From an optimization exercise on the open Yosys and OpenROAD flow, aimed at small area; shortcuts taken in it are not production practice. RTL that was checked went through simulation tests only; none was proved equivalent to the original. Only the layout flow was run in runs 1 to 6; the RTL was not checked for function there. No activity file was given, so power comes from the tool's default toggle rates.

`flow/run.sh`:
```
#!/bin/bash
# Standard ORFS layout, with clock tree synthesis told not to add dummy
# load cells and to cluster the sinks into larger groups.
set -euo pipefail
export CTS_ARGS="-sink_clustering_enable -repair_clock_nets -dont_use_dummy_load -sink_clustering_size 100 -sink_clustering_max_diameter 500"
bash standard.sh > standard.log 2>&1
```
`standard.sh`:
```
#!/bin/bash
# synth_recipe.tcl (not shown) runs the flow's synth.tcl, then flattens the netlist and writes it again
# the make line also repeats each setting of config.mk as NAME=value (left out here)
make -C /OpenROAD-flow-scripts/flow DESIGN_CONFIG=/design/flow/config.mk WORK_HOME=/design/flow/orfs CLKGATE_MAP_FILE= SYNTH_SCRIPT=/design/flow/synth_recipe.tcl "${@:-finish}"
```
`config.mk`:
```
export PLATFORM = sky130hd
export DESIGN_NAME = top_given
export DESIGN_NICKNAME = top_given
export VERILOG_FILES = /design/flow/design.v
export SDC_FILE = /design/flow/constraint.sdc
export NUM_CORES = 4
export LEC_CHECK = 0
export CAP_MARGIN = 20
export CORE_MARGIN = 2
export CORE_UTILIZATION = 40
export PLACE_DENSITY = 0.6
export SLEW_MARGIN = 20
```
`constraint.sdc`:
```
create_clock -name core_clock -period 20.0 [get_ports {clk}]
set_input_delay 4.0000 -clock core_clock [delete_from_list [all_inputs] [get_ports {clk}]]
set_output_delay 4.0000 -clock core_clock [all_outputs]
set_load 0.01 [all_outputs]
```
`design.v`:
```
module top_given(clk, rst_n, RXD, TXD);
    input clk;
    input rst_n;
    input RXD;
    output reg TXD;
    localparam RX = 2'd0, TX0 = 2'd1, TX2 = 2'd3;
    reg [8:0] c;
    reg [3:0] j;
    reg [1:0] f;
    wire tx = |f;
    wire j15 = (j == 4'd15);
    wire pulse = c[8] & c[7] & c[5] & c[4] & c[0];     
    wire restart = ((f == RX) && (j == 4'd8) && c[4] && c[2] && c[1]) ||   
                   (tx && (j == 4'd10) && c[0]);                           
    wire hold = (f == RX) && j15 && c[7] && c[6] && c[5] && RXD;
    always @(posedge clk or negedge rst_n) begin
        if (!rst_n) begin
            c <= 9'd0;
            j <= 4'd15;
            f <= RX;
        end else if (restart) begin
            c <= 9'd215;
            j <= 4'd15;
            f <= f + 1'b1;
        end else if (!hold) begin
            c <= pulse ? 9'd0 : c + 1'b1;
            if (pulse) j <= j + 1'b1;
        end
    end
    reg [2:0] phi;
    always @(posedge clk) phi <= phi + 1'b1;
    reg [63:0] r;
    wire clr = (f == RX) && j15 && (c[8:6] == 3'd0);
    wire chain = clr || ((f == RX) && j15 && (c[8:3] == 6'd27));
    wire ins0 = chain || ((f == RX) && (c[8:3] == 6'd53) && (phi == j[2:0]));
    integer k;
    always @(posedge clk) begin
        for (k = 0; k < 8; k = k + 1)
            r[k*8 +: 7] <= r[k*8+1 +: 7];
        r[7] <= ins0 ? (RXD & !chain) : r[0];
        for (k = 1; k < 8; k = k + 1)
            r[k*8+7] <= chain ? r[(k-1)*8] : r[k*8];
    end
    wire [3:0] tapA = {r[3*8+1], r[2*8+6], r[1*8+4], r[0*8+0]};
    wire [3:0] tapB = {r[4*8+1], r[5*8+6], r[6*8+4], r[7*8+0]};
    wire [3:0] col = c[7:4];
    wire       rho = c[3];
    wire [2:0] psi = phi - col[2:0];
    reg        pres;
    reg  [1:0] q;
    reg  [2:0] s;
    always @(*) begin
        pres = 1'b0; q = 2'd0; s = 3'd0;
        case ({rho, psi})
            4'b0_000: begin pres = 1'b1; q = 2'd0; s = 3'd0; end
            4'b1_000: begin pres = 1'b1; q = 2'd1; s = 3'd4; end
            4'b0_001: begin pres = 1'b1; q = 2'd2; s = 3'd1; end
            4'b0_010: begin pres = 1'b1; q = 2'd2; s = 3'd0; end
            4'b1_010: begin pres = 1'b1; q = 2'd3; s = 3'd5; end
            4'b0_011: begin pres = 1'b1; q = 2'd3; s = 3'd4; end
            4'b0_100: begin pres = 1'b1; q = 2'd1; s = 3'd0; end
            4'b1_100: begin pres = 1'b1; q = 2'd3; s = 3'd3; end
            4'b0_101: begin pres = 1'b1; q = 2'd2; s = 3'd5; end
            4'b1_101: begin pres = 1'b1; q = 2'd3; s = 3'd2; end
            4'b0_110: begin pres = 1'b1; q = 2'd0; s = 3'd2; end
            4'b1_110: begin pres = 1'b1; q = 2'd3; s = 3'd1; end
            4'b0_111: begin pres = 1'b1; q = 2'd2; s = 3'd3; end
            4'b1_111: begin pres = 1'b1; q = 2'd3; s = 3'd0; end
            default: ;
        endcase
    end
    wire [4:0] bidx = {1'b0, col} - {2'b0, s};
    wire valid = pres && !bidx[4] && !bidx[3];
    wire inv = (bidx[2:0] == 3'd7);
    wire bA = valid & (tapA[q] ^ inv);
    wire bB = valid & (tapB[q] ^ inv);
    reg  [5:0] a;
    wire [5:0] v = a + bA + bB;
    wire colend = (c[3:0] == 4'd15);
    always @(posedge clk) begin
        if (c[8])
            a <= 6'd0;
        else if (colend)
            a <= {1'b0, v[5:1]};
        else
            a <= v;
    end
    wire [3:0] target = {f != TX2, (f == TX0) ? 3'd7 : j[2:0]};
    reg ybit;
    always @(posedge clk) begin
        if (!c[8] && colend && (col == target))
            ybit <= v[0] ^ (&col);
    end
    always @(posedge clk or negedge rst_n) begin
        if (!rst_n)
            TXD <= 1'b1;
        else if (tx && pulse)
            TXD <= (j == 4'd15) ? 1'b0 : (j[3] ? 1'b1 : ybit);
    end
endmodule
```
==> results of run 1 <==
-- cell families after synthesis --
kind of cell    synth area share
buf+inv                   0.0290
compound gates            0.0897
flops                      0.579
xor+xnor                  0.0580
mux                       0.0500
fa+ha+maj                 0.0680
simple gates               0.126
-- state kept, by name, indices dropped and copies added (netlist names) --
register	cells
TXD	1
ybit	1
j	4
c	9
f	2
a	6
phi	3
r	64
-- worst register-to-register path, stage by stage (launching register included) --
cell and delay [ns]:
dfrtp_1 0.52, ha_1 0.28, fa_1 0.58, xnor2_1 0.15
a22oi_1 0.12, ha_1 0.23, fa_1 0.41, xor2_1 0.16
nor3_1 0.33, xnor2_1 0.16, nand3_1 0.11, fa_1 0.40
inv_1 0.08, ha_1 0.18, nand3_1 0.10, xnor2_1 0.19
nor2_1 0.06, a211oi_1 0.21
-- cell type report --
cell class / count / area (um2)
inverters: 12 / 45.0
well taps: 105 / 131
clock buffers: 9 / 124
fillers: 815 / 4580
flip-flops and latches: 90 / 1900
repair buffers: 3 / 30.0
multi-input cells: 173 / 1280
-- power breakdown --
| group | switching, W | total (W) | internal (W) |
|---|---|---|---|
| Clock | 0.0000525 | 0.0000928 | 0.0000403 |
| Combinational | 0.000000675 | 0.00000102 | 0.000000348 |
| Sequential | 0.0000000241 | 0.000180 | 0.000180 |
| Total | 0.0000532 | 0.000274 | 0.000221 |
-- worst max path at each step --
stage | slack, ns | startpoint | cells after the start | to
after floorplan | 15.04 | RXD | 5 | c[3]
after global placement | 14.27 | RXD | 6 | j[3]
after detailed placement | 14.25 | RXD | 6 | j[3]
after CTS | 14.58 | TXD | 1 | TXD
after global routing | 14.42 | RXD | 6 | j[3]
final | 14.58 | RXD | 6 | j[3]
-- layer usage --
metal	global-route usage	vias up	share of wire
li1	-	997	-
met5	0	-	0
met3	0.0383	9	0.049
met1	0.184	956	0.48
met2	0.211	40	0.45
met4	0.0556	0	0.018
-- through the flow --
stage               utilization  power (W)  worst slack, ns  instances
floorplan                     -   0.000184            15.04        286
global placement          0.419   0.000185            14.27        383
detailed placement        0.419   0.000185            14.25        383
CTS                       0.434   0.000277            14.58        392
global route              0.434   0.000283            14.42        392
finish                    0.434   0.000274            14.58        392
-- placed cells by master, fill, tap and decap left out, types with 6 or more instances in the layout --
cell      Yosys  layout
and3_1        7       7
xor2_1       12      12
nor2_1       15      15
nand4_1       7       7
xnor2_1       7       7
o22ai_1       6       6
o21ai_0      10      10
inv_1        12      12
ha_1         13      13
nand3_1      10      10
nor3_1        7       7
nand2_1      12      12
a21oi_1      10      10
dfrtp_1      11      11
clkbuf_8      0       9
mux2_2        9       9
dfxtp_1      73      73
==> metrics.md, run 1 <==
| Metric | Value |
|---|---|
| Cell area after placement | `about 3400 um2` |
| Diode count | `0` |
| Nets@finish | `approximately 300` |
| Clock transition at path regs | `~0.090 ns` |
| Post-synthesis sequential area ratio | `0.579` |
| Reg2reg start | `c[4]` |
| CP max-delay cell | `nor2_1` |
| Initial antenna violation count | `0` |
| Synthesis-to-layout area growth | `7.18%` |
| Post-Synthesis Net Count | `305` |
| Clk buf depth | `2` |
| Setup_tns | `0 ns` |
| R2R Path End | `a[3]` |
| RSZ-0062 raised after global routing | `no` |
| Count of final hold-check violations | `0` |
| Max cap viols | `0` |
| Startpoint Class | `primary input` |
| CP Data Required Time | `20.27 ns` |
| Worst-Margin Slew | `0.773 ns` |
| Yosys synthesis warning count | `1` |
| Buf/Inv on CP | `1` |
| Initial Util | `0.405` |
| Cells on worst reg2reg path | `17` |
| Core region area | `8090 um2` |
| Count leader, synth | `dfxtp_1` |
| Leak Pwr | `1.42 nW` |
| H-tree depth | `3` |
| Wire per inst | `14.0 um` |
| Root Driver | `clkbuf_8` |
| Detailed Place HPWL | `between 3000 and 4000 um` |
| Vias in the first global route | `1966` |
| WP data arrival | `5.69 ns` |
| Slew Viols, Final | `0` |
| Fmax | `0.185 GHz` |
| Final setup vio count | `0` |
| Flop and latch count out of synthesis | `90` |
| Die area | `~9000 um2` |
| Slew HR | `0.483` |
| Critical Path, Cell by Cell | `clkdlybuf4s50_1, nand4_1, nor2_1, nor2_1, nand4_1, xnor2_1` |
| Min-delay src | `r[42]` |
| # IOs | `4` |
| Pin count of the biggest net entering global routing | `18` |
| WL final | `5470 um` |
| Asr flop ratio synth | `0.178` |
| Worst min-delay path class | `register to register` |
| Mapped Cells | `approximately 290` |
| Critical path's top delay family | `simple AND/OR/NAND/NOR gates` |
| Most used DFF post-synth | `dfxtp_1` |
| Routed via count | `2002` |
| Post-CTS sizing | `0` |
| Num rows | `33` |
| CTS Buf Count | `9` |
| Crit path kind | `primary input to register` |
| Clock period minus worst slack | `5.42 ns` |
| Port Buf Inserts | `3` |
| Synth cell types | `49` |
| Tot GR Track Use | `0.138` |
| Yosys top cell by area | `dfxtp_1` |
| Layout cells sized above 1 | `0.101` |
| Critical Path Sink Type | `register` |
| First-pass iteration count of the detailed router | `4` |
| Yosys top cell area share | `0.446` |
| Worst hold margin | `0.307 ns` |
| Post-Syn Area | `3280 um2` |
| Remaining Overflow, GRT | `0` |
| Post-synth EDFFs | `1` |
| Clock latency on the worst-skew pair | `0.35 ns` |
| Fin crit share | `0.271` |
| Top post-synthesis cells by count | `73 x dfxtp_1, 15 x nor2_1, 13 x ha_1` |
| Power per cell area | `78.0 nW/um2` |
| CP peak stage delay | `0.64 ns` |
| Hold Path Sink | `r[41]` |
| Initial DRC Count | `roughly 80` |
| Worst vdd ir | `0.0608 mV` |
| DIE WIDTH | `approximately 95 um` |
| Post-route clock skew | `0.0291 ns` |
| First-pass GRT wire length | `9380 um` |
| Hold Path Stages | `0` |
| Final Cell Area | `~3500 um2` |
| CTS Sinks | `90` |
| TritonCTS clock tree | `built` |
| Synth area leaders | `dfxtp_1 45%, dfrtp_1 8.4%, ha_1 5.0%` |
| Setup Buffers After CTS | `0` |
| Hold-fix buffers, CTS | `0` |
| Syn_area_per_cell | `around 11 um2` |
| Gp weighted congestion | `0.824` |
| R2R Setup Slk | `15.65 ns` |
| Routed Antenna Nets | `0` |
| Die height | `about 95 um` |
| Outcome | `timing/DRC/antenna clean` |
| Drc violations | `0` |
| Vias/cell | `slightly above 5` |
| Critical-path maximum fanout | `12` |
==> run 2, diff against run 1 <==
==> run.sh (new file) <==
#!/bin/bash
# synth_recipe.tcl (not shown) runs the flow's synth.tcl, then flattens the netlist and writes it again
# the make line also repeats each setting of config.mk as NAME=value (left out here)
make -C /OpenROAD-flow-scripts/flow DESIGN_CONFIG=/design/flow/config.mk WORK_HOME=/design/flow/orfs CLKGATE_MAP_FILE= SYNTH_SCRIPT=/design/flow/synth_recipe.tcl finish
--- a/config.mk
+++ b/config.mk
@@ -8,5 +8,7 @@
 export CAP_MARGIN = 20
 export CORE_MARGIN = 2
 export CORE_UTILIZATION = 40
+export CTS_CLUSTER_DIAMETER = 500
+export CTS_CLUSTER_SIZE = 100
 export PLACE_DENSITY = 0.6
 export SLEW_MARGIN = 20
removed: flow/run.sh
removed: standard.sh
==> run 2 against run 1 <==
  * Still clean on timing, DRC and antenna
  * Largest power group unchanged
  * Largest cell class unchanged
  * Synthesized area is the same
  * Register-to-register slack about the same
  * Cell count rose by 1.8%
  * First-iteration DRC count fell by 17%
==> metrics.md, run 2 <==
| Metric | Value |
|---|---|
| Top post-synthesis cells by count | `73 x dfxtp_1, 15 x nor2_1, 13 x ha_1` |
| Clock latency on the worst-skew pair | `0.35 ns (about the same)` |
| Final setup vio count | `0 (unchanged)` |
| Die height | `94.5 um (unchanged)` |
| H-tree depth | `3 (unchanged)` |
| Met2 GRT Util | `0.215 (+0.00357)` |
| Hold-fix buffers, CTS | `0 (unchanged)` |
| Outcome | `timing/DRC/antenna clean` |
| Int Power | `0.000248 W (+12%)` |
| Post-Synthesis Net Count | `305 (unchanged)` |
| Fin crit share | `0.271 (+0.000325)` |
| CTS Sinks | `90 (unchanged)` |
| Die area | `8930 um2 (unchanged)` |
| Core region area | `8090 um2 (unchanged)` |
| Synth cell types | `49 (unchanged)` |
| Clock power frac | `0.426 (+0.087)` |
| Most used DFF post-synth | `dfxtp_1` |
| Detailed Place HPWL | `3770 um (unchanged)` |
| Yosys synthesis warning count | `1 (unchanged)` |
| Count of final hold-check violations | `0 (unchanged)` |
| Critical path's top delay family | `flip-flops` |
| Post-synth EDFFs | `1 (unchanged)` |
| Worst-Margin Slew | `0.772 ns (-0.000286 ns)` |
| Initial antenna violation count | `0 (unchanged)` |
| Tot GR Track Use | `0.139 (+0.00136)` |
| Syn_area_per_cell | `11.5 um2 (unchanged)` |
| Count leader, synth | `dfxtp_1` |
| Diode count | `0 (unchanged)` |
| Busiest grt layer | `met2` |
| Regs by FF count | `r x64, c x9, a x6` |
| Slew Viols, Final | `0 (unchanged)` |
| TritonCTS clock tree | `built` |
| Post-synthesis sequential area ratio | `0.579 (unchanged)` |
| Flop pwr share | `0.571 (-0.086)` |
| CP max-delay cell | `dfstp_2` |
| Synth area leaders | `dfxtp_1 45%, dfrtp_1 8.4%, ha_1 5.0%` |
| Max cap viols | `0 (unchanged)` |
| Worst min-delay path class | `register to register` |
| WL final | `5520 um (+0.93%)` |
| Clock transition at path regs | `0.09 ns (about the same)` |
| Critical Path, Cell by Cell | `clkdlybuf4s50_1` |
| NetSw | `0.0000677 W (+27%)` |
| Wire per inst | `13.8 um (-0.84%)` |
| Num rows | `33 (unchanged)` |
| # IOs | `4 (unchanged)` |
| Flop and latch count out of synthesis | `90 (unchanged)` |
| First-pass GRT wire length | `9450 um (+0.74%)` |
| CP peak stage delay | `0.54 ns (-0.10 ns)` |
| Slew HR | `0.483 (about the same)` |
| Worst vdd ir | `0.0682 mV (+12%)` |
| Combinational fraction of design power | `0.003 (about the same)` |
| Commonest non-fill, non-tap cell in the layout | `dfxtp_1` |
| Register area | `1900 um2 (unchanged)` |
| Met3 GRT Util | `0.0287 (-0.00958)` |
| Clock period minus worst slack | `5.43 ns (+0.00650 ns)` |
| Leak Pwr | `1.46 nW (+3.3%)` |
| Power per cell area | `87.2 nW/um2 (+12%)` |
| Met1 usage | `0.183 (-0.000507)` |
| Sw frac | `0.215 (+0.0203)` |
| Buf/Inv on CP | `1 (unchanged)` |
| R2R Setup Slk | `15.65 ns (about the same)` |
| Drc violations | `0 (unchanged)` |
| RSZ-0062 raised after global routing | `no` |
| Cells on worst reg2reg path | `17 (unchanged)` |
| Pin count of the biggest net entering global routing | `18 (unchanged)` |
| Vias in the first global route | `1979 (+0.66%)` |
| Initial DRC Count | `67 (-17%)` |
| Remaining Overflow, GRT | `0 (unchanged)` |
| WP data arrival | `1.43 ns (-4.26 ns)` |
| Hold Path Stages | `0 (unchanged)` |
| Largest Register | `r` |
| Gp weighted congestion | `0.824 (unchanged)` |
| Number of flip-flops under the largest register name | `64 (unchanged)` |
| CP Data Required Time | `16.00 ns (-4.27 ns)` |
| Layout Utilization | `0.447 (+0.0130)` |
| Startpoint Class | `register` |
| Highest-count cells in the layout ignoring fill and taps | `73 x dfxtp_1, 15 x nor2_1, 13 x ha_1` |
| CTS Buf Count | `9 (unchanged)` |
| Setup Buffers After CTS | `0 (unchanged)` |
| Yosys top cell by area | `dfxtp_1` |
| Post-Syn Area | `3280 um2 (unchanged)` |
| Vias/cell | `5.06 (-1.0%)` |
| Min-delay src | `r[42]` |
| Critical-path maximum fanout | `2 (-10)` |
| Critical Path Sink Type | `primary output` |
| First-pass iteration count of the detailed router | `4 (unchanged)` |
| Reg2reg start | `c[4]` |
| Clk buf depth | `2 (unchanged)` |
| Routed via count | `2017 (+0.75%)` |
| Hold Path Sink | `r[41]` |
| Layout cells sized above 1 | `0.122 (+0.0214)` |
| Nets@finish | `308 (unchanged)` |
| DIE WIDTH | `94.5 um (unchanged)` |
| Mapped Cells | `286 (unchanged)` |
| Root Driver | `clkbuf_8` |
| Area of the multi-input gates | `1280 um2 (unchanged)` |
| Fill cells | `809 (-0.74%)` |
| Post-route clock skew | `0.00797 ns (-0.0211 ns)` |
| Fmax | `0.184 GHz (-0.12%)` |
| Port Buf Inserts | `3 (unchanged)` |
| Asr flop ratio synth | `0.178 (unchanged)` |
| Crit path kind | `register to primary output` |
| Yosys top cell area share | `0.446 (unchanged)` |
| Post-CTS sizing | `0 (unchanged)` |
| Synthesis-to-layout area growth | `10.4%` |
| Setup_tns | `0 ns (unchanged)` |
| R2R Path End | `a[3]` |
| Initial Util | `0.405 (unchanged)` |
| Routed Antenna Nets | `0 (unchanged)` |
-- run 2: cell counts after synthesis --
Identical to the previous run, type by type.
-- run 2: power by group through the flow --
stage          combinational, W  clock (W)  sequential, W
2_1_floorplan     0.00000000620          0       0.000184
3_3_place_gp         0.00000106          0       0.000184
3_5_place_dp         0.00000110          0       0.000184
4_1_cts              0.00000110   0.000137       0.000180
5_1_grt              0.00000118   0.000144       0.000180
6_report             0.00000103   0.000134       0.000180
-- run 2: worst max-delay path by stage --
stage | startpoint | to | slack, ns | cells past startpoint
2_1_floorplan | RXD | c[3] | 15.04 | 5
3_3_place_gp | RXD | j[3] | 14.27 | 6
3_5_place_dp | RXD | j[3] | 14.25 | 6
4_1_cts | TXD | TXD | 14.55 | 1
5_1_grt | RXD | j[3] | 14.44 | 6
6_report | TXD | TXD | 14.57 | 1
-- run 2: per-stage QoR --
stage / setup WS, ns / total power [W] / instances / hold slack, ns / instance area (um2)
after floorplan: 15.04 / 0.000184 / 286 / 0.310 / 3280
after global placement: 14.27 / 0.000185 / 383 / 0.311 / 3390
after detailed placement: 14.25 / 0.000185 / 383 / 0.312 / 3390
after CTS: 14.55 / 0.000318 / 399 / 0.329 / 3620
after global routing: 14.44 / 0.000325 / 399 / 0.328 / 3620
final: 14.57 / 0.000315 / 399 / 0.328 / 3620
-- run 2: cells by family (layout without fill, tap and decap cells) --
| family | Yosys count | after routing | synth area share |
|---|---|---|---|
| fa+ha+maj | 16 | 16 | 0.0680 |
| simple gates | 77 | 77 | 0.126 |
| xor+xnor | 20 | 20 | 0.0580 |
| mux | 14 | 14 | 0.0500 |
| buf+inv | 23 | 31 | 0.0290 |
| flops | 90 | 90 | 0.579 |
| compound gates | 46 | 46 | 0.0897 |
-- run 2: layout make-up --
type / instances / share of cell area
sequential: 90 / 0.525
clock buffer: 10 / 0.0412
multi-input combinational: 173 / 0.355
tap: 105 / 0.0363
timing repair buffer: 3 / 0.00830
inverter: 12 / 0.0125
clock inverter: 6 / 0.0221
-- run 2: layer usage --
metal / vias to the layer above / routed length (um)
met2: 30 / 2470
met1: 971 / 2720
met5: - / 0
li1: 1004 / -
met4: 0 / 140
met3: 12 / 191
==> run 3, diff against run 2 <==
==> flow/run.sh (new file) <==
#!/bin/bash
# Standard ORFS layout, with clock tree synthesis told not to add dummy
# load cells.
set -euo pipefail
export CTS_ARGS="-sink_clustering_enable -repair_clock_nets -dont_use_dummy_load -sink_clustering_levels 1 -sink_clustering_size 50 -sink_clustering_max_diameter 200"
bash standard.sh > standard.log 2>&1
==> standard.sh (new file) <==
#!/bin/bash
# synth_recipe.tcl (not shown) runs the flow's synth.tcl, then flattens the netlist and writes it again
# the make line also repeats each setting of config.mk as NAME=value (left out here)
make -C /OpenROAD-flow-scripts/flow DESIGN_CONFIG=/design/flow/config.mk WORK_HOME=/design/flow/orfs CLKGATE_MAP_FILE= SYNTH_SCRIPT=/design/flow/synth_recipe.tcl "${@:-finish}"
--- a/config.mk
+++ b/config.mk
@@ -8,7 +8,5 @@
 export CAP_MARGIN = 20
 export CORE_MARGIN = 2
 export CORE_UTILIZATION = 40
-export CTS_CLUSTER_DIAMETER = 500
-export CTS_CLUSTER_SIZE = 100
 export PLACE_DENSITY = 0.6
 export SLEW_MARGIN = 20
removed: run.sh
==> run 3 against run 2 <==
  * Global-route usage down 0.14 points
  * Clock skew up 0.021 ns
  * Synthesized cell count unchanged
  * Clock power down 31%
  * Critical path depth up 5
  * Cell area down 2.9%
  * Flip-flop and latch count unchanged
  * Critical endpoint is now j[3]
==> metrics.md, run 3 <==
| Metric | Value |
|---|---|
| First-pass GRT wire length | `9380 um (-0.73%)` |
| Diode count | `0 (unchanged)` |
| Die height | `94.5 um (unchanged)` |
| Outcome | `timing/DRC/antenna clean` |
| Slew Viols, Final | `0 (unchanged)` |
| Initial Util | `0.405 (unchanged)` |
| First-pass iteration count of the detailed router | `4 (unchanged)` |
| Routed Antenna Nets | `0 (unchanged)` |
| TritonCTS clock tree | `built` |
| Hold-fix buffers, CTS | `0 (unchanged)` |
| Syn_area_per_cell | `11.5 um2 (unchanged)` |
| Count of final hold-check violations | `0 (unchanged)` |
| Mapped Cells | `286 (unchanged)` |
| Clock period minus worst slack | `5.42 ns (-0.00650 ns)` |
| Fin crit share | `0.271 (-0.000325)` |
| Clk buf depth | `2 (unchanged)` |
| Clock latency on the worst-skew pair | `0.35 ns (about the same)` |
| Commonest non-fill, non-tap cell in the layout | `dfxtp_1` |
| Post-Synthesis Net Count | `305 (unchanged)` |
| Final setup vio count | `0 (unchanged)` |
| DIE WIDTH | `94.5 um (unchanged)` |
| # IOs | `4 (unchanged)` |
| WP data arrival | `5.69 ns (+4.26 ns)` |
| Max cap viols | `0 (unchanged)` |
| WL final | `5470 um (-0.92%)` |
| Worst min-delay path class | `register to register` |
| Non-Filler Instances | `392 (-1.8%)` |
| Detailed Place HPWL | `3770 um (unchanged)` |
| Number of flip-flops under the largest register name | `64 (unchanged)` |
| Gp weighted congestion | `0.824 (unchanged)` |
| Num rows | `33 (unchanged)` |
| Post-Syn Area | `3280 um2 (unchanged)` |
| Post-route clock skew | `0.0291 ns (+0.0211 ns)` |
| Synth cell types | `49 (unchanged)` |
| Yosys synthesis warning count | `1 (unchanged)` |
| Critical Path Sink Type | `register` |
| Initial DRC Count | `81 (+21%)` |
| Synth area leaders | `dfxtp_1 45%, dfrtp_1 8.4%, ha_1 5.0%` |
| Post-synth EDFFs | `1 (unchanged)` |
| Remaining Overflow, GRT | `0 (unchanged)` |
| Layout cells sized above 1 | `0.101 (-0.0214)` |
| H-tree depth | `3 (unchanged)` |
| Die area | `8930 um2 (unchanged)` |
| Top post-synthesis cells by count | `73 x dfxtp_1, 15 x nor2_1, 13 x ha_1` |
| Initial antenna violation count | `0 (unchanged)` |
| Fill cells | `815 (+0.74%)` |
| CTS Sinks | `90 (unchanged)` |
| Post-CTS sizing | `0 (unchanged)` |
| Crit path kind | `primary input to register` |
| Asr flop ratio synth | `0.178 (unchanged)` |
| Critical-path maximum fanout | `12 (+10)` |
| Worst vdd ir | `0.0608 mV (-11%)` |
| Worst-Margin Slew | `0.773 ns (+0.000286 ns)` |
| Clock transition at path regs | `0.09 ns (about the same)` |
| RSZ-0062 raised after global routing | `no` |
| Most used DFF post-synth | `dfxtp_1` |
| Largest Register | `r` |
| Regs by FF count | `r x64, c x9, a x6` |
| Leak Pwr | `1.42 nW (-3.2%)` |
| Count leader, synth | `dfxtp_1` |
| DP Cell Count | `383 (unchanged)` |
| Port Buf Inserts | `3 (unchanged)` |
| Synthesis-to-layout area growth | `7.18%` |
| Pin count of the biggest net entering global routing | `18 (unchanged)` |
| Drc violations | `0 (unchanged)` |
| Yosys top cell area share | `0.446 (unchanged)` |
| CP Data Required Time | `20.27 ns (+4.27 ns)` |
| Vias in the first global route | `1966 (-0.66%)` |
| Wire per inst | `14.0 um (+0.85%)` |
| Core region area | `8090 um2 (unchanged)` |
| Yosys top cell by area | `dfxtp_1` |
| Flop and latch count out of synthesis | `90 (unchanged)` |
| Setup_tns | `0 ns (unchanged)` |
| Fmax | `0.185 GHz (+0.12%)` |
| Post-synthesis sequential area ratio | `0.579 (unchanged)` |
| CTS Buf Count | `9 (unchanged)` |
| Slew HR | `0.483 (about the same)` |
| Tot GR Track Use | `0.138 (-0.00136)` |
| Highest-count cells in the layout ignoring fill and taps | `73 x dfxtp_1, 15 x nor2_1, 13 x ha_1` |
| Root Driver | `clkbuf_8` |
| Setup Buffers After CTS | `0 (unchanged)` |
| Startpoint Class | `primary input` |
| Vias/cell | `5.11 (+1.0%)` |
| Nets@finish | `308 (unchanged)` |
| Power per cell area | `78.0 nW/um2 (-11%)` |
| Routed via count | `2002 (-0.74%)` |
-- run 3: cell counts after synthesis --
No cell type changed its count.
-- run 3: critical path, stage by stage --
cell and delay [ns]:
clkdlybuf4s50_1 0.48, nand4_1 0.14, nor2_1 0.64, nor2_1 0.15
nand4_1 0.15, xnor2_1 0.12
-- run 3: layout make-up --
class                   instances  area [um2]  area share
flip-flops and latches         90        1900       0.540
multi-input cells             173        1280       0.366
well taps                     105         131      0.0374
clock buffers                   9         124      0.0353
inverters                      12        45.0      0.0128
repair buffers                  3        30.0     0.00855
-- run 3: path summary, 6_finish.rpt --
kind / startpoint / end / slack (ns) / cells past startpoint
hold / removal: r[42] / r[41] / 0.31 / 0
max in group asynchronous: rst_n / c[2] / 15.43 / 1
setup reg to reg: c[4] / a[3] / 15.65 / 17
setup / recovery: RXD / j[3] / 14.58 / 6
min in group asynchronous: rst_n / c[4] / 4.09 / 1
hold reg to reg: r[42] / r[41] / 0.31 / 0
-- run 3: logic make-up (layout without fill, tap and decap cells) --
family | count (synthesis) | in the layout | share of synthesized area
XOR/XNOR | 20 | 20 | 0.0580
flip-flops | 90 | 90 | 0.579
AO/OA/AOI/OAI | 46 | 46 | 0.0897
buffers and inverters | 23 | 24 | 0.0290
AND/OR/NAND/NOR | 77 | 77 | 0.126
adder cells (fa/ha/maj) | 16 | 16 | 0.0680
multiplexers | 14 | 14 | 0.0500
-- run 3: power by group --
group | switching, W | internal (W) | leakage (nW)
Clock | 0.0000525 | 0.0000403 | 0.0647
Sequential | 0.0000000241 | 0.000180 | 0.796
Combinational | 0.000000675 | 0.000000348 | 0.556
Total | 0.0000532 | 0.000221 | 1.42
-- run 3: through the flow --
step	total power, W	cell area (um2)	hold slack, ns	utilization	setup slack (ns)
after global placement	0.000185	3390	0.311	0.419	14.27
after CTS	0.000277	3510	0.311	0.434	14.58
after floorplan	0.000184	3280	0.310	-	15.04
after global routing	0.000283	3510	0.317	0.434	14.42
after detailed placement	0.000185	3390	0.312	0.419	14.25
final	0.000274	3510	0.307	0.434	14.58
-- run 3: layer usage --
layer  GRT usage  routed length, um  vias to the layer above
li1            -                  -                      997
met3      0.0383                268                        9
met1       0.184               2650                      956
met4      0.0556                 96                        0
met2       0.211               2460                       40
met5           0                  0                        -
==> run 4, diff against run 3 <==
==> flow/run.sh (replaced) <==
#!/bin/bash
# Standard ORFS layout, with clock tree synthesis told not to add dummy
# load cells.
set -euo pipefail
export CTS_ARGS="-sink_clustering_enable -repair_clock_nets -dont_use_dummy_load -buf_list sky130_fd_sc_hd__clkbuf_16 -sink_clustering_size 100 -sink_clustering_max_diameter 500"
bash standard.sh > standard.log 2>&1
==> run 4 against run 3 <==
  * First-iteration DRC count rose by 25%
  * Critical endpoint is now j[0]
  * Die area did not move
  * Worst hold slack improved by 0.0081 ns
  * Synthesized cell count did not move
  * Via count fell by 0.35%
  * Global-route usage rose by 0.39 points
  * Routed wire length rose by 1.5%
==> metrics.md, run 4 <==
| Metric | Value |
|---|---|
| Outcome | `timing/DRC/antenna clean` |
| Routed Antenna Nets | `0 (unchanged)` |
| Detailed Place HPWL | `3770 um (unchanged)` |
| RSZ-0062 raised after global routing | `no` |
| Cells on worst reg2reg path | `17 (unchanged)` |
| Fill cells | `804 (-1.3%)` |
| First-pass GRT wire length | `9490 um (+1.2%)` |
| Post-route clock skew | `0.0200 ns (-0.00908 ns)` |
| Vias/cell | `5.09 (-0.35%)` |
| Clk buf depth | `2 (unchanged)` |
| Routed via count | `1995 (-0.35%)` |
| Initial Util | `0.405 (unchanged)` |
| Drc violations | `0 (unchanged)` |
| Worst vdd ir | `0.0682 mV (+12%)` |
| Commonest non-fill, non-tap cell in the layout | `dfxtp_1` |
| Synthesis-to-layout area growth | `10.3%` |
| Synth cell types | `49 (unchanged)` |
| Mapped Cells | `286 (unchanged)` |
| Worst-Margin Slew | `0.798 ns (+0.0252 ns)` |
| Port Buf Inserts | `3 (unchanged)` |
| Tot Pwr | `0.000318 W (+16%)` |
| Clock latency on the worst-skew pair | `0.34 ns (about the same)` |
| Min-delay src | `r[42]` |
| Initial DRC Count | `101 (+25%)` |
| Slew HR | `0.466 (-0.0168)` |
| Post-Synthesis Net Count | `305 (unchanged)` |
| Setup_tns | `0 ns (unchanged)` |
| CP peak stage delay | `0.66 ns (+0.02 ns)` |
| Pin count of the biggest net entering global routing | `18 (unchanged)` |
| WL final | `5550 um (+1.5%)` |
| Root Driver | `clkbuf_16` |
| Worst hold margin | `0.315 ns (+0.00809 ns)` |
| Count leader, synth | `dfxtp_1` |
| Yosys top cell area share | `0.446 (unchanged)` |
| Yosys synthesis warning count | `1 (unchanged)` |
| Hold Path Sink | `r[41]` |
| Post-CTS sizing | `0 (unchanged)` |
| Initial antenna violation count | `0 (unchanged)` |
| Max cap viols | `0 (unchanged)` |
| Asr flop ratio synth | `0.178 (unchanged)` |
| Tot GR Track Use | `0.141 (+0.00387)` |
| H-tree depth | `3 (unchanged)` |
| Critical Path, Cell by Cell | `clkdlybuf4s50_1, nand4_1, nor2_1, a21oi_1, mux2_2` |
| R2R Setup Slk | `15.65 ns (about the same)` |
| TritonCTS clock tree | `built` |
| Num rows | `33 (unchanged)` |
| Synth area leaders | `dfxtp_1 45%, dfrtp_1 8.4%, ha_1 5.0%` |
| Startpoint Class | `primary input` |
| Wire per inst | `14.2 um (+1.5%)` |
| Met2 WL | `2490 um (+1.5%)` |
| Yosys top cell by area | `dfxtp_1` |
| Post-synth EDFFs | `1 (unchanged)` |
| Most used DFF post-synth | `dfxtp_1` |
| Largest Register | `r` |
| First-pass iteration count of the detailed router | `4 (unchanged)` |
| Power per cell area | `88.0 nW/um2 (+13%)` |
| Met3 WL | `195 um (-27%)` |
| Fmax | `0.183 GHz (-0.97%)` |
| Vias in the first global route | `1945 (-1.1%)` |
| Gp weighted congestion | `0.824 (unchanged)` |
| Clock transition at path regs | `0.07 ns (-0.02 ns)` |
| Post-Syn Area | `3280 um2 (unchanged)` |
| Setup Buffers After CTS | `0 (unchanged)` |
| Highest-count cells in the layout ignoring fill and taps | `73 x dfxtp_1, 15 x nor2_1, 13 x ha_1` |
| DP Cell Count | `383 (unchanged)` |
| Highest routed layer | `met4` |
| Clock period minus worst slack | `5.47 ns (+0.0532 ns)` |
| WP data arrival | `5.73 ns (+0.04 ns)` |
| DIE WIDTH | `94.5 um (unchanged)` |
| Critical Path Sink Type | `register` |
| Int Power | `0.000260 W (+18%)` |
| Worst min-delay path class | `register to register` |
| NetSw | `0.0000583 W (+9.5%)` |
| # IOs | `4 (unchanged)` |
| CP Data Required Time | `20.25 ns (-0.02 ns)` |
| Fin crit share | `0.274 (+0.00266)` |
| Hold-fix buffers, CTS | `0 (unchanged)` |
| Number of flip-flops under the largest register name | `64 (unchanged)` |
| Flop pwr share | `0.567 (-0.090)` |
| Diode count | `0 (unchanged)` |
| Flop and latch count out of synthesis | `90 (unchanged)` |
| Clock power frac | `0.429 (+0.090)` |
| Crit path kind | `primary input to register` |
| Reg2reg start | `c[4]` |
| Top post-synthesis cells by count | `73 x dfxtp_1, 15 x nor2_1, 13 x ha_1` |
| Layout cells sized above 1 | `0.101 (unchanged)` |
| Critical-path maximum fanout | `12 (unchanged)` |
| R2R Path End | `a[3]` |
| Routed met1 length | `2730 um (+2.9%)` |
| Post-synthesis sequential area ratio | `0.579 (unchanged)` |
| Nets@finish | `308 (unchanged)` |
| Final setup vio count | `0 (unchanged)` |
| Hold Path Stages | `0 (unchanged)` |
| Remaining Overflow, GRT | `0 (unchanged)` |
| Count of final hold-check violations | `0 (unchanged)` |
| Regs by FF count | `r x64, c x9, a x6` |
| CTS Sinks | `90 (unchanged)` |
| Leak Pwr | `1.46 nW (+3.3%)` |
| Die height | `94.5 um (unchanged)` |
| Sw frac | `0.183 (-0.0110)` |
| Slew Viols, Final | `0 (unchanged)` |
| Non-Filler Instances | `392 (unchanged)` |
| Syn_area_per_cell | `11.5 um2 (unchanged)` |
| CP max-delay cell | `nor2_1` |
| CTS Buf Count | `9 (unchanged)` |
| Combinational fraction of design power | `0.003 (about the same)` |
| Die area | `8930 um2 (unchanged)` |
| Layout Utilization | `0.447 (+0.0125)` |
| Core region area | `8090 um2 (unchanged)` |
[run 4: worst max-delay path by stage]
stage	endpoint	from	slack (ns)
finish	j[0]	RXD	14.53
global route	j[3]	RXD	14.40
CTS	j[3]	RXD	14.59
detailed placement	j[3]	RXD	14.25
global placement	j[3]	RXD	14.27
floorplan	c[3]	RXD	15.04
[run 4: logic make-up (layout without fill, tap and decap cells)]
kind of cell / count (synthesis) / after routing / synth area share
flip-flops: 90 / 90 / 0.579
AND/OR/NAND/NOR: 77 / 77 / 0.126
AO/OA/AOI/OAI: 46 / 46 / 0.0897
buffers and inverters: 23 / 24 / 0.0290
XOR/XNOR: 20 / 20 / 0.0580
adder cells (fa/ha/maj): 16 / 16 / 0.0680
multiplexers: 14 / 14 / 0.0500
[run 4: critical path, delay by kind of cell]
kind                   cells  cell delay, ns
buffers and inverters      1            0.49
AOI/OAI and AO/OA          1            0.13
muxes                      1            0.30
and+or+nand+nor            2            0.80
[run 4: metal layers]
metal,vias to the layer above,track usage
li1,997,-
met3,13,0.0407
met2,26,0.212
met5,-,0
met1,959,0.187
met4,0,0.0700
[run 4: cell type report]
cell class | count | area, um2 | area share
sequential | 90 | 1900 | 0.525
multi-input combinational | 173 | 1280 | 0.355
inverter | 12 | 45.0 | 0.0125
clock buffer | 9 | 225 | 0.0623
tap | 105 | 131 | 0.0364
timing repair buffer | 3 | 30.0 | 0.00831
[run 4: power groups by stage]
stage | Combinational [W] | Sequential, W | Clock, W
2_1_floorplan | 0.00000000620 | 0.000184 | 0
3_3_place_gp | 0.00000106 | 0.000184 | 0
3_5_place_dp | 0.00000110 | 0.000184 | 0
4_1_cts | 0.00000110 | 0.000180 | 0.000139
5_1_grt | 0.00000118 | 0.000180 | 0.000147
6_report | 0.00000104 | 0.000180 | 0.000137
[run 4: through the flow]
step           worst slack, ns  instance area, um2
3_5_place_dp             14.25                3390
3_3_place_gp             14.27                3390
6_report                 14.53                3610
4_1_cts                  14.59                3610
2_1_floorplan            15.04                3280
5_1_grt                  14.40                3610
==> run 5, diff against run 4 <==
--- a/design.v
+++ b/design.v
@@ -18,13 +18,10 @@
             c <= 9'd0;
             j <= 4'd15;
             f <= RX;
-        end else if (restart) begin
-            c <= 9'd215;
-            j <= 4'd15;
-            f <= f + 1'b1;
-        end else if (!hold) begin
-            c <= pulse ? 9'd0 : c + 1'b1;
-            if (pulse) j <= j + 1'b1;
+        end else begin
+            c <= restart ? 9'd215 : pulse ? 9'd0 : c + {8'd0, !hold};
+            if (restart) j <= 4'd15; else if (pulse) j <= j + 1'b1;
+            if (restart) f <= f + 1'b1;
         end
     end
     reg [2:0] phi;
@@ -37,12 +34,12 @@
     always @(posedge clk) begin
         for (k = 0; k < 8; k = k + 1)
             r[k*8 +: 7] <= r[k*8+1 +: 7];
-        r[7] <= ins0 ? (RXD & !chain) : r[0];
+        r[7] <= ins0 ? ((RXD & !chain) ^ (&phi)) : r[0];
         for (k = 1; k < 8; k = k + 1)
             r[k*8+7] <= chain ? r[(k-1)*8] : r[k*8];
     end
-    wire [3:0] tapA = {r[3*8+1], r[2*8+6], r[1*8+4], r[0*8+0]};
-    wire [3:0] tapB = {r[4*8+1], r[5*8+6], r[6*8+4], r[7*8+0]};
+    wire [3:0] tapA = {r[3*8+1], r[2*8+3], r[1*8+5], r[0*8+0]};
+    wire [3:0] tapB = {r[4*8+1], r[5*8+3], r[6*8+5], r[7*8+0]};
     wire [3:0] col = c[7:4];
     wire       rho = c[3];
     wire [2:0] psi = phi - col[2:0];
@@ -53,27 +50,25 @@
         pres = 1'b0; q = 2'd0; s = 3'd0;
         case ({rho, psi})
             4'b0_000: begin pres = 1'b1; q = 2'd0; s = 3'd0; end
-            4'b1_000: begin pres = 1'b1; q = 2'd1; s = 3'd4; end
-            4'b0_001: begin pres = 1'b1; q = 2'd2; s = 3'd1; end
-            4'b0_010: begin pres = 1'b1; q = 2'd2; s = 3'd0; end
+            4'b1_000: begin pres = 1'b1; q = 2'd2; s = 3'd5; end
+            4'b0_010: begin pres = 1'b1; q = 2'd2; s = 3'd3; end
             4'b1_010: begin pres = 1'b1; q = 2'd3; s = 3'd5; end
-            4'b0_011: begin pres = 1'b1; q = 2'd3; s = 3'd4; end
-            4'b0_100: begin pres = 1'b1; q = 2'd1; s = 3'd0; end
+            4'b0_011: begin pres = 1'b1; q = 2'd1; s = 3'd0; end
+            4'b1_011: begin pres = 1'b1; q = 2'd3; s = 3'd4; end
+            4'b0_100: begin pres = 1'b1; q = 2'd2; s = 3'd1; end
             4'b1_100: begin pres = 1'b1; q = 2'd3; s = 3'd3; end
-            4'b0_101: begin pres = 1'b1; q = 2'd2; s = 3'd5; end
+            4'b0_101: begin pres = 1'b1; q = 2'd2; s = 3'd0; end
             4'b1_101: begin pres = 1'b1; q = 2'd3; s = 3'd2; end
             4'b0_110: begin pres = 1'b1; q = 2'd0; s = 3'd2; end
             4'b1_110: begin pres = 1'b1; q = 2'd3; s = 3'd1; end
-            4'b0_111: begin pres = 1'b1; q = 2'd2; s = 3'd3; end
+            4'b0_111: begin pres = 1'b1; q = 2'd1; s = 3'd4; end
             4'b1_111: begin pres = 1'b1; q = 2'd3; s = 3'd0; end
             default: ;
         endcase
     end
-    wire [4:0] bidx = {1'b0, col} - {2'b0, s};
-    wire valid = pres && !bidx[4] && !bidx[3];
-    wire inv = (bidx[2:0] == 3'd7);
-    wire bA = valid & (tapA[q] ^ inv);
-    wire bB = valid & (tapB[q] ^ inv);
+    wire valid = pres && ((col[2:0] >= s) ^ col[3]);
+    wire bA = valid & tapA[q];
+    wire bB = valid & tapB[q];
     reg  [5:0] a;
     wire [5:0] v = a + bA + bB;
     wire colend = (c[3:0] == 4'd15);
==> flow/run.sh (replaced) <==
#!/bin/bash
# Standard ORFS layout, with clock tree synthesis told not to add dummy
# load cells and to use small clock buffers.
set -euo pipefail
export CTS_ARGS="-sink_clustering_enable -repair_clock_nets -dont_use_dummy_load -root_buf sky130_fd_sc_hd__clkbuf_8 -buf_list sky130_fd_sc_hd__clkbuf_4"
bash standard.sh > standard.log 2>&1
==> run 5 against run 4 <==
  * Still clean on timing, DRC and antenna
  * Total power is 14% lower
  * Clock skew is 0.0032 ns higher
  * Cell count is 7.4% lower
  * Critical path depth is 4 lower
  * Global-route usage is 0.70 points lower
  * Maximum frequency is 1.2% higher
  * Routed wire length is 8.6% lower
  * Worst setup slack better by 0.067 ns
  * Clock power is 32% lower
  * Synthesized cell count is 9.4% lower
  * Cell area is 6.2% lower
  * Register-to-register slack better by 0.27 ns
  * Critical endpoint is now TXD
==> metrics.md, run 5 <==
| Metric | Value |
|---|---|
| Clock latency on the worst-skew pair | `0.35 ns (about the same)` |
| Post-CTS sizing | `0 (unchanged)` |
| Synth cell types | `43 (-12%)` |
| Critical Path, Cell by Cell | `clkdlybuf4s50_1` |
| Core region area | `7690 um2 (-5.0%)` |
| Die height | `92.7 um (-1.9%)` |
| Count of final hold-check violations | `0 (unchanged)` |
| Int Power | `0.000221 W (-15%)` |
| Reg2reg start | `c[4]` |
| Layout Utilization | `0.441 (-0.00575)` |
| Area of the multi-input gates | `1170 um2 (-9.1%)` |
| First-pass iteration count of the detailed router | `6 (+2)` |
| Leak Pwr | `1.43 nW (-2.0%)` |
| Clock period minus worst slack | `5.41 ns (-0.0665 ns)` |
| Commonest non-fill, non-tap cell in the layout | `dfxtp_1` |
| Setup_tns | `0 ns (unchanged)` |
| Worst hold margin | `0.306 ns (-0.00861 ns)` |
| Post-synthesis sequential area ratio | `0.603 (+0.0235)` |
| Routed via count | `1774 (-11%)` |
| Min-delay src | `r[34]` |
| Initial antenna violation count | `0 (unchanged)` |
| Initial Util | `0.410 (+0.00475)` |
| Layout cells sized above 1 | `0.0920 (-0.00909)` |
| H-tree depth | `3 (unchanged)` |
| Startpoint Class | `register` |
| Synthesis-to-layout area growth | `7.59%` |
| Top post-synthesis cells by count | `73 x dfxtp_1, 16 x ha_1, 15 x xnor2_1` |
| Vias/cell | `4.89 (-4.0%)` |
| Tot GR Track Use | `0.134 (-0.00695)` |
| Worst min-delay path class | `register to register` |
| Largest Register | `r` |
| Number of flip-flops under the largest register name | `64 (unchanged)` |
| CP Data Required Time | `16.00 ns (-4.25 ns)` |
| Combinational fraction of design power | `0.004 (about the same)` |
| Die area | `8600 um2 (-3.7%)` |
| Fill cells | `722 (-10%)` |
| Asr flop ratio synth | `0.178 (unchanged)` |
| Tot Pwr | `0.000274 W (-14%)` |
| Detailed Place HPWL | `3540 um (-6.2%)` |
| Worst vdd ir | `0.0418 mV (-39%)` |
| Slew HR | `0.516 (+0.0501)` |
| Yosys synthesis warning count | `1 (unchanged)` |
| Worst-Margin Slew | `0.723 ns (-0.0745 ns)` |
| Flop pwr share | `0.656 (+0.089)` |
| Post-Synthesis Net Count | `280 (-8.2%)` |
| Post-route clock skew | `0.0232 ns (+0.00317 ns)` |
| Clock power frac | `0.340 (-0.089)` |
| Flop and latch count out of synthesis | `90 (unchanged)` |
| Vias in the first global route | `1781 (-8.4%)` |
| Post-synth EDFFs | `1 (unchanged)` |
| Port Buf Inserts | `3 (unchanged)` |
| Clock transition at path regs | `0.09 ns (+0.02 ns)` |
| Critical-path maximum fanout | `2 (-10)` |
| Synth area leaders | `dfxtp_1 46%, dfrtp_1 8.7%, ha_1 6.4%` |
| Final setup vio count | `0 (unchanged)` |
| CP peak stage delay | `0.53 ns (-0.13 ns)` |
| Critical Path Sink Type | `primary output` |
| Fmax | `0.185 GHz (+1.2%)` |
| Slew Viols, Final | `0 (unchanged)` |
| Yosys top cell area share | `0.464 (+0.0181)` |
| CTS Buf Count | `9 (unchanged)` |
| NetSw | `0.0000537 W (-7.8%)` |
| Diode count | `0 (unchanged)` |
| Max cap viols | `0 (unchanged)` |
| WL final | `5070 um (-8.6%)` |
| Syn_area_per_cell | `12.2 um2 (+6.1%)` |
| RSZ-0062 raised after global routing | `no` |
| Most used DFF post-synth | `dfxtp_1` |
| # IOs | `4 (unchanged)` |
| Routed Antenna Nets | `0 (unchanged)` |
| Critical Path Start | `TXD` |
| Setup Buffers After CTS | `0 (unchanged)` |
| Power per cell area | `81.0 nW/um2 (-8.0%)` |
| Yosys top cell by area | `dfxtp_1` |
| Fin crit share | `0.270 (-0.00333)` |
| Drc violations | `0 (unchanged)` |
| DIE WIDTH | `92.7 um (-1.9%)` |
| Clk buf depth | `2 (unchanged)` |
| R2R Setup Slk | `15.92 ns (+0.27 ns)` |
| Outcome | `timing/DRC/antenna clean` |
| Initial DRC Count | `30 (-70%)` |
| Post-Syn Area | `3150 um2 (-3.9%)` |
| Nets@finish | `284 (-7.8%)` |
| Hold-fix buffers, CTS | `0 (unchanged)` |
| CTS Sinks | `90 (unchanged)` |
| Remaining Overflow, GRT | `0 (unchanged)` |
| Wire per inst | `14.0 um (-1.3%)` |
| WP data arrival | `1.41 ns (-4.32 ns)` |
| Pin count of the biggest net entering global routing | `17 (-1)` |
| Register area | `1900 um2 (unchanged)` |
| Sw frac | `0.196 (+0.0126)` |
| TritonCTS clock tree | `built` |
| Regs by FF count | `r x64, c x9, a x6` |
| Critical path's top delay family | `flip-flops` |
| Root Driver | `clkbuf_8` |
| Buf/Inv on CP | `1 (unchanged)` |
| Count leader, synth | `dfxtp_1` |
| Num rows | `32 (-3.0%)` |
| Final Cell Area | `3390 um2 (-6.2%)` |
| Highest-count cells in the layout ignoring fill and taps | `73 x dfxtp_1, 16 x ha_1, 15 x xnor2_1` |
| Crit path kind | `register to primary output` |
| CP max-delay cell | `dfstp_2` |
| Mapped Cells | `259 (-9.4%)` |
| Gp weighted congestion | `0.843 (+2.3%)` |
| Cell area after placement | `3260 um2 (-3.7%)` |
| First-pass GRT wire length | `8780 um (-7.4%)` |
## run 5: changes by cell type in the layout (fill, tap and decap cells not counted), sizes merged, moves of 3 or more
cell / previous run / this run
a21oi: 10 / 2
a21boi: 4 / 1
xor2: 12 / 8
ha: 13 / 16
o22ai: 6 / 1
o22a: 3 / 0
xnor2: 7 / 15
nor2: 15 / 12
nor3: 8 / 4
mux2i: 5 / 8
## run 5: path summary, 6_finish.rpt
path / endpoint / depth (start not counted)
worst max-delay path: TXD / 1
worst min-delay path: r[33] / 0
worst max register to register: a[4] / 18
worst min register to register: r[33] / 0
max in group asynchronous: c[4] / 1
min in group asynchronous: c[0] / 1
## run 5: per-layer routing
metal | wire length (um) | up-vias | GRT usage
met5 | 0 | - | 0
met4 | 145 | 0 | 0.0772
li1 | - | 887 | -
met1 | 2560 | 854 | 0.177
met2 | 2220 | 25 | 0.201
met3 | 153 | 8 | 0.0342
## run 5: kinds of logic (layout without fill, tap and decap cells)
| kind of cell | after synthesis | in the layout | synth area share |
|---|---|---|---|
| compound gates | 28 | 28 | 0.0664 |
| xor+xnor | 24 | 24 | 0.0715 |
| fa+ha+maj | 18 | 18 | 0.0763 |
| buf+inv | 21 | 23 | 0.0266 |
| flops | 90 | 90 | 0.603 |
| mux | 16 | 16 | 0.0540 |
| simple gates | 62 | 62 | 0.102 |
## run 5: layout make-up
cell class,count,share of cell area
sequential,90,0.560
multi-input combinational,148,0.345
tap,102,0.0377
clock buffer,9,0.0366
inverter,11,0.0122
timing repair buffer,3,0.00886
## run 5: metrics by stage
step / instances / setup WS, ns
6_report: 363 / 14.59
5_1_grt: 363 / 14.49
4_1_cts: 363 / 14.57
3_5_place_dp: 354 / 14.24
3_3_place_gp: 354 / 14.31
2_1_floorplan: 259 / 14.93
## run 5: power by group through the flow
| stage | clock network, W | registers [W] | logic (W) |
|---|---|---|---|
| global placement | 0 | 0.000184 | 0.00000107 |
| CTS | 0.0000966 | 0.000180 | 0.00000113 |
| finish | 0.0000934 | 0.000180 | 0.00000104 |
| floorplan | 0 | 0.000184 | 0.00000000378 |
| global route | 0.000103 | 0.000180 | 0.00000122 |
| detailed placement | 0 | 0.000184 | 0.00000112 |
==> run 6, diff against run 5 <==
--- a/config.mk
+++ b/config.mk
@@ -7,6 +7,6 @@
 export LEC_CHECK = 0
 export CAP_MARGIN = 20
 export CORE_MARGIN = 2
-export CORE_UTILIZATION = 40
-export PLACE_DENSITY = 0.6
+export CORE_UTILIZATION = 70
+export PLACE_DENSITY = 0.85
 export SLEW_MARGIN = 20
==> run 6 against run 5 <==
  * Still clean on timing, DRC and antenna
  * Die area is 41% lower
  * Global-route usage is 8.5 points higher
  * First-iteration DRC count grew to 6.8 times the previous value
  * Via count up 1.4%
  * Synthesized area did not move
==> metrics.md, run 6 <==
| Metric | Value |
|---|---|
| Outcome | `timing/DRC/antenna clean` |
| Reg2reg start | `c[4]` |
| Yosys top cell by area | `dfxtp_1` |
| Highest routed layer | `met4` |
| Yosys top cell area share | `0.464 (unchanged)` |
| Mux cell area share after synthesis | `0.0540 (unchanged)` |
| Vias/cell | `5.75 (+18%)` |
| Yosys synthesis warning count | `1 (unchanged)` |
| Critical Path, Cell by Cell | `clkdlybuf4s50_1, nand4_1, ha_1, ha_1, nand3_1, nor3_1, xnor2_1, o21ai_0` |
| Post-CTS sizing | `0 (unchanged)` |
| Power per cell area | `82.4 nW/um2 (+1.8%)` |
| Drc violations | `0 (unchanged)` |
| Routed via count | `1799 (+1.4%)` |
| Critical path's top delay family | `simple AND/OR/NAND/NOR gates` |
| Max cap viols | `0 (unchanged)` |
| First-pass iteration count of the detailed router | `4 (-2)` |
| Nets@finish | `284 (unchanged)` |
| Critical Path Start | `RXD` |
| Initial Util | `0.723 (+0.314)` |
| Highest-count cells in the layout ignoring fill and taps | `73 x dfxtp_1, 16 x ha_1, 15 x xnor2_1` |
| Routed met1 length | `2370 um (-7.3%)` |
| RSZ-0062 raised after global routing | `no` |
| Most frequent CP cell | `ha_1` |
| Clock transition at path regs | `0.08 ns (about the same)` |
| Worst-Margin Slew | `0.708 ns (-0.0157 ns)` |
| Wire per inst | `16.0 um (+14%)` |
| CTS Buf Count | `9 (unchanged)` |
| Remaining Overflow, GRT | `0 (unchanged)` |
| Startpoint Class | `primary input` |
| Slew HR | `0.527 (+0.0105)` |
| CP peak stage delay | `0.45 ns (-0.08 ns)` |
| Num rows | `24 (-25%)` |
| Simple-Gate Fraction of Synth Area | `0.103 (unchanged)` |
| DIE WIDTH | `71.1 um (-23%)` |
| Met2 WL | `2300 um (+3.7%)` |
| Top post-synthesis cells by count | `73 x dfxtp_1, 16 x ha_1, 15 x xnor2_1` |
| Root Driver | `clkbuf_8` |
| Count of final hold-check violations | `0 (unchanged)` |
| Die height | `71.1 um (-23%)` |
| R2R Setup Slk | `15.85 ns (-0.07 ns)` |
| TritonCTS clock tree | `built` |
| R2R Path End | `a[4]` |
| Post-synth EDFFs | `1 (unchanged)` |
| Levels on crit path | `8 (+7)` |
| Synth cell types | `43 (unchanged)` |
| Initial antenna violation count | `0 (unchanged)` |
| Buf/Inv on CP | `1 (unchanged)` |
| Flop and latch count out of synthesis | `90 (unchanged)` |
| Initial DRC Count | `203 (+580%)` |
| Vias in the first global route | `1664 (-6.6%)` |
| Clock period minus worst slack | `5.39 ns (-0.0174 ns)` |
| Critical-path maximum fanout | `3 (+1)` |
| Pin count of the biggest net entering global routing | `17 (unchanged)` |
| Worst vdd ir | `0.0900 mV (+120%)` |
| Clock latency on the worst-skew pair | `0.35 ns (about the same)` |
| Adder-cell share of the synthesized area | `0.0763 (unchanged)` |
| Core region area | `4350 um2 (-43%)` |
| CTS Sinks | `90 (unchanged)` |
| Commonest non-fill, non-tap cell in the layout | `dfxtp_1` |
| Detailed Place HPWL | `3360 um (-5.0%)` |
| Count leader, synth | `dfxtp_1` |
| CP Data Required Time | `20.18 ns (+4.18 ns)` |
| Fill cells | `273 (-62%)` |
| First-pass GRT wire length | `8200 um (-6.7%)` |
| WL final | `5010 um (-1.3%)` |
| Diode count | `0 (unchanged)` |
| # IOs | `4 (unchanged)` |
| Largest family of logic cells by synthesized area | `simple AND/OR/NAND/NOR gates` |
| Number of flip-flops under the largest register name | `64 (unchanged)` |
| Fmax | `0.186 GHz (+0.32%)` |
| Met3 WL | `242 um (+58%)` |
| Routed Antenna Nets | `0 (unchanged)` |
| Post-Syn Area | `3150 um2 (unchanged)` |
| Regs by FF count | `r x64, c x9, a x6` |
| Post-route clock skew | `0.0252 ns (+0.00200 ns)` |
| Leak Pwr | `1.43 nW (unchanged)` |
| Post-synthesis compound-gate area fraction | `0.0663 (unchanged)` |
| Synth area leaders | `dfxtp_1 46%, dfrtp_1 8.7%, ha_1 6.4%` |
| Gp weighted congestion | `0.846 (+0.46%)` |
| Hold-fix buffers, CTS | `0 (unchanged)` |
| Post-synthesis sequential area ratio | `0.603 (unchanged)` |
| Synthesis-to-layout area growth | `5.60%` |
| Setup_tns | `0 ns (unchanged)` |
| Tot GR Track Use | `0.220 (+0.0851)` |
| Crit path kind | `primary input to register` |
| Port Buf Inserts | `3 (unchanged)` |
| Mapped Cells | `259 (unchanged)` |
| Post-Synthesis Net Count | `280 (unchanged)` |
| Xor/xnor share of the synthesized area | `0.0715 (unchanged)` |
| WP data arrival | `5.57 ns (+4.16 ns)` |
| Syn_area_per_cell | `12.2 um2 (unchanged)` |
| Final setup vio count | `0 (unchanged)` |
| Worst min-delay path class | `register to register` |
| Die area | `5050 um2 (-41%)` |
| Asr flop ratio synth | `0.178 (unchanged)` |
| Most used DFF post-synth | `dfxtp_1` |
| Fin crit share | `0.269 (-0.000870)` |
| Cells on worst reg2reg path | `18 (unchanged)` |
| Worst setup path endpoint | `c[6]` |
| Slew Viols, Final | `0 (unchanged)` |
| Clk buf depth | `2 (unchanged)` |
| Tot Pwr | `0.000274 W (about the same)` |
| Setup Buffers After CTS | `0 (unchanged)` |
| Largest Register | `r` |
| CP max-delay cell | `clkdlybuf4s50_1` |
| Layout cells sized above 1 | `0.0920 (unchanged)` |
| Critical Path Sink Type | `register` |
| H-tree depth | `3 (unchanged)` |
==> run 6: cell counts in the layout (fill, tap and decap cells not counted) <==
Identical to the previous run, type by type.
==> run 6: where the power goes <==
| group | switching [W] | internal [W] |
|---|---|---|
| clock network | 0.0000529 | 0.0000403 |
| logic | 0.000000686 | 0.000000348 |
| registers | 0 | 0.000180 |
| total | 0.0000536 | 0.000221 |
==> run 6: kinds of logic after synthesis <==
logic type | count (synthesis)
AO/OA/AOI/OAI | 28
AND/OR/NAND/NOR | 62
adder cells (fa/ha/maj) | 18
buffers and inverters | 21
multiplexers | 16
XOR/XNOR | 24
flip-flops | 90
==> run 6: through the flow <==
step | cells | worst slack (ns) | area (um2) | util | hold WS [ns]
floorplan | 259 | 14.93 | 3150 | - | 0.310
global placement | 304 | 14.33 | 3200 | 0.735 | 0.310
detailed placement | 304 | 14.25 | 3200 | 0.735 | 0.312
CTS | 313 | 14.61 | 3330 | 0.764 | 0.313
global route | 313 | 14.41 | 3330 | 0.764 | 0.317
finish | 313 | 14.61 | 3330 | 0.764 | 0.308
==> run 6: layout make-up <==
cell class	count	area, um2	area share
Clock buffer	9	124	0.0372
Inverter	11	41.3	0.0124
Multi-Input combinational cell	148	1170	0.351
Sequential cell	90	1900	0.571
Tap cell	52	65.1	0.0196
Timing Repair Buffer	3	30.0	0.00903
==> run 6: how the worst min path moves through the flow <==
| stage | from | depth (start not counted) | slack [ns] | endpoint |
|---|---|---|---|---|
| 3_5_place_dp | r[63] | 0 | 0.31 | r[62] |
| 6_report | r[42] | 0 | 0.31 | r[41] |
| 2_1_floorplan | r[1] | 0 | 0.31 | r[0] |
| 5_1_grt | r[20] | 0 | 0.32 | r[19] |
| 3_3_place_gp | r[15] | 0 | 0.31 | r[14] |
| 4_1_cts | r[42] | 0 | 0.31 | r[41] |
==> run 6: worst register-to-register path: cells and delay by family, from the launching register on <==
family | cells | cell delay [ns]
XOR/XNOR | 4 | 0.87
adder cells (fa/ha/maj) | 5 | 1.48
AO/OA/AOI/OAI | 4 | 0.78
flip-flops | 1 | 0.45
AND/OR/NAND/NOR | 4 | 0.43
buffers and inverters | 1 | 0.10
==> run 6: layer usage <==
layer | GRT usage | vias up
met5 | 0 | -
met3 | 0.0627 | 12
met1 | 0.299 | 851
li1 | - | 888
met4 | 0.0964 | 0
met2 | 0.330 | 48
==> run 7, diff against run 6 <==
--- a/design.v
+++ b/design.v
@@ -10,8 +10,7 @@
     wire tx = |f;
     wire j15 = (j == 4'd15);
     wire pulse = c[8] & c[7] & c[5] & c[4] & c[0];     
-    wire restart = ((f == RX) && (j == 4'd8) && c[4] && c[2] && c[1]) ||   
-                   (tx && (j == 4'd10) && c[0]);                           
+    wire last = tx ? (j == 4'd9) : (j == 4'd7);
     wire hold = (f == RX) && j15 && c[7] && c[6] && c[5] && RXD;
     always @(posedge clk or negedge rst_n) begin
         if (!rst_n) begin
@@ -19,9 +18,9 @@
             j <= 4'd15;
             f <= RX;
         end else begin
-            c <= restart ? 9'd215 : pulse ? 9'd0 : c + {8'd0, !hold};
-            if (restart) j <= 4'd15; else if (pulse) j <= j + 1'b1;
-            if (restart) f <= f + 1'b1;
+            c <= pulse ? (last ? (tx ? 9'd213 : 9'd192) : 9'd0) : c + {8'd0, !hold};
+            if (pulse) j <= last ? 4'd15 : j + 1'b1;
+            if (pulse && last) f <= f + 1'b1;
         end
     end
     reg [2:0] phi;
==> flow/run.sh (replaced) <==
#!/bin/bash
set -euo pipefail
export CTS_ARGS="-sink_clustering_enable -dont_use_dummy_load -root_buf sky130_fd_sc_hd__clkbuf_8 -buf_list sky130_fd_sc_hd__clkbuf_4"
bash standard.sh > standard.log 2>&1
--- a/config.mk
+++ b/config.mk
@@ -7,6 +7,6 @@
 export LEC_CHECK = 0
 export CAP_MARGIN = 20
 export CORE_MARGIN = 2
-export CORE_UTILIZATION = 70
-export PLACE_DENSITY = 0.85
+export CORE_UTILIZATION = 40
+export PLACE_DENSITY = 0.6
 export SLEW_MARGIN = 20
==> run 7 against run 6 <==
  * Clock skew up 0.0029 ns
  * Global-route usage down 8.7 points
  * Synthesized cell count down 3.1%
  * Critical path depth up 1
  * Sequential power about the same
  * Via count down 4.3%
  * Worst hold slack about the same
  * Maximum frequency down 3.0%
  * Routed wire length down 3.7%
  * Total power down 0.64%
  * Largest power group unchanged
==> metrics.md, run 7 <==
| Metric | Value |
|---|---|
| Mapped Cells | `251 (-3.1%)` |
| Final Cell Area | `3340 um2 (+0.30%)` |
| R2R Setup Slk | `15.72 ns (-0.13 ns)` |
| Top post-synthesis cells by count | `73 x dfxtp_1, 14 x ha_1, 13 x nor2_1` |
| # IOs | `4 (unchanged)` |
| Synthesis-to-layout area growth | `7.80%` |
| DIE WIDTH | `92.0 um (+29%)` |
| CTS Buf Count | `9 (unchanged)` |
| Post-synthesis sequential area ratio | `0.613 (+0.0107)` |
| Post-route clock skew | `0.0281 ns (+0.00291 ns)` |
| Detailed Place HPWL | `3270 um (-2.7%)` |
| Final WS setup | `14.44 ns (-0.169 ns)` |
| WL final | `4830 um (-3.7%)` |
| Critical-path maximum fanout | `4 (+1)` |
| Outcome | `timing/DRC/antenna clean` |
| Count of final hold-check violations | `0 (unchanged)` |
| Asr flop ratio synth | `0.178 (unchanged)` |
| NetSw | `0.0000519 W (-3.3%)` |
| CP Data Required Time | `20.20 ns (+0.02 ns)` |
| Initial Util | `0.407 (-0.317)` |
| Fill cells | `731 (+170%)` |
| Combinational fraction of design power | `0.004 (about the same)` |
| Diode count | `0 (unchanged)` |
| Yosys top cell by area | `dfxtp_1` |
| Setup Buffers After CTS | `0 (unchanged)` |
| Post-Synthesis Net Count | `270 (-3.6%)` |
| Slew Viols, Final | `0 (unchanged)` |
| Commonest non-fill, non-tap cell in the layout | `dfxtp_1` |
| Setup_tns | `0 ns (unchanged)` |
| Num rows | `32 (+33%)` |
| RSZ-0062 raised after global routing | `no` |
| Worst-Margin Slew | `0.751 ns (+0.0431 ns)` |
| Slew HR | `0.498 (-0.0288)` |
| Clock latency on the worst-skew pair | `0.35 ns (about the same)` |
| Worst min-delay path class | `register to register` |
| Synth area leaders | `dfxtp_1 47%, dfrtp_1 8.9%, ha_1 5.7%` |
| Clock transition at path regs | `0.09 ns (about the same)` |
| Post-CTS sizing | `0 (unchanged)` |
| Largest Register | `r` |
| Routed via count | `1721 (-4.3%)` |
| Most used DFF post-synth | `dfxtp_1` |
| Vias/cell | `4.82 (-16%)` |
| Final setup vio count | `0 (unchanged)` |
| Non-Filler Instances | `357 (+14%)` |
| Cell area after placement | `3210 um2 (+0.31%)` |
| Number of flip-flops under the largest register name | `64 (unchanged)` |
| Max cap viols | `0 (unchanged)` |
| Die area | `8450 um2 (+67%)` |
| Flop pwr share | `0.661 (+0.005)` |
| Clock power frac | `0.336 (-0.004)` |
| Flop and latch count out of synthesis | `90 (unchanged)` |
| Core region area | `7610 um2 (+75%)` |
| Initial DRC Count | `84 (-59%)` |
| Int Power | `0.000221 W (about the same)` |
| Port Buf Inserts | `3 (unchanged)` |
| Count leader, synth | `dfxtp_1` |
| Tot GR Track Use | `0.133 (-0.0869)` |
| H-tree depth | `3 (unchanged)` |
| Root Driver | `clkbuf_8` |
| Layout cells sized above 1 | `0.106 (+0.0139)` |
| Gp weighted congestion | `0.768 (-9.2%)` |
| Fin crit share | `0.278 (+0.00845)` |
| Yosys top cell area share | `0.472 (+0.00826)` |
| Sw frac | `0.190 (-0.00522)` |
| First-pass GRT wire length | `8400 um (+2.4%)` |
| Worst vdd ir | `0.0734 mV (-18%)` |
| Critical Path Sink Type | `register` |
| Post-Syn Area | `3090 um2 (-1.7%)` |
| Wire per inst | `13.5 um (-16%)` |
| Crit path kind | `primary input to register` |
| CTS Sinks | `90 (unchanged)` |
[run 7: cell count changes after synthesis, sizes merged, moves of 2 or more]
cell   change
ha         -2
a21oi      +2
and3       -5
inv        -2
nand2      -5
o22ai      +2
xnor2      -3
nand4      +2
[run 7: power groups by stage]
stage | logic [W] | registers (W) | clock network [W]
after floorplan | 0.00000000269 | 0.000184 | 0
after global placement | 0.00000111 | 0.000184 | 0
after detailed placement | 0.00000113 | 0.000184 | 0
after CTS | 0.00000113 | 0.000180 | 0.0000956
after global routing | 0.00000123 | 0.000180 | 0.000103
final | 0.00000106 | 0.000180 | 0.0000914
[run 7: through the flow]
stage / util / total power, W
after floorplan: - / 0.000184
after global placement: 0.422 / 0.000185
after detailed placement: 0.422 / 0.000185
after CTS: 0.438 / 0.000277
after global routing: 0.438 / 0.000284
final: 0.438 / 0.000272
[run 7: per-layer routing]
metal / routed length [um] / global-route usage
met5: 0 / 0
met3: 159 / 0.0567
met1: 2410 / 0.170
met2: 2180 / 0.199
met4: 75 / 0.0522
[run 7: kinds of logic after synthesis]
family | synth area share
AO/OA/AOI/OAI | 0.0607
XOR/XNOR | 0.0671
adder cells (fa/ha/maj) | 0.0696
buffers and inverters | 0.0239
flip-flops | 0.613
multiplexers | 0.0586
AND/OR/NAND/NOR | 0.107
[run 7: path summary, 6_finish.rpt]
check	from	end	cells after the start
hold reg to reg	r[9]	r[8]	0
setup reg to reg	c[4]	a[4]	18
setup / recovery	RXD	c[6]	9
min in group asynchronous	rst_n	f[0]	1
hold / removal	r[9]	r[8]	0
max in group asynchronous	rst_n	c[1]	1
[run 7: cell type report]
type	count	area (um2)	share of cell area
well taps	102	128	0.0383
multi-input cells	144	1120	0.336
repair buffers	3	30.0	0.00900
clock buffers	9	124	0.0371
flip-flops and latches	90	1900	0.569
inverters	9	33.8	0.0101
[run 7: worst max-delay path, stage by stage]
cell and delay, ns:
clkdlybuf4s50_1 0.50, nand4_1 0.09, or2_2 0.30, ha_1 0.21, ha_1 0.21, nand3_1 0.15
nor3_1 0.08, xnor2_1 0.13, o21ai_0 0.08
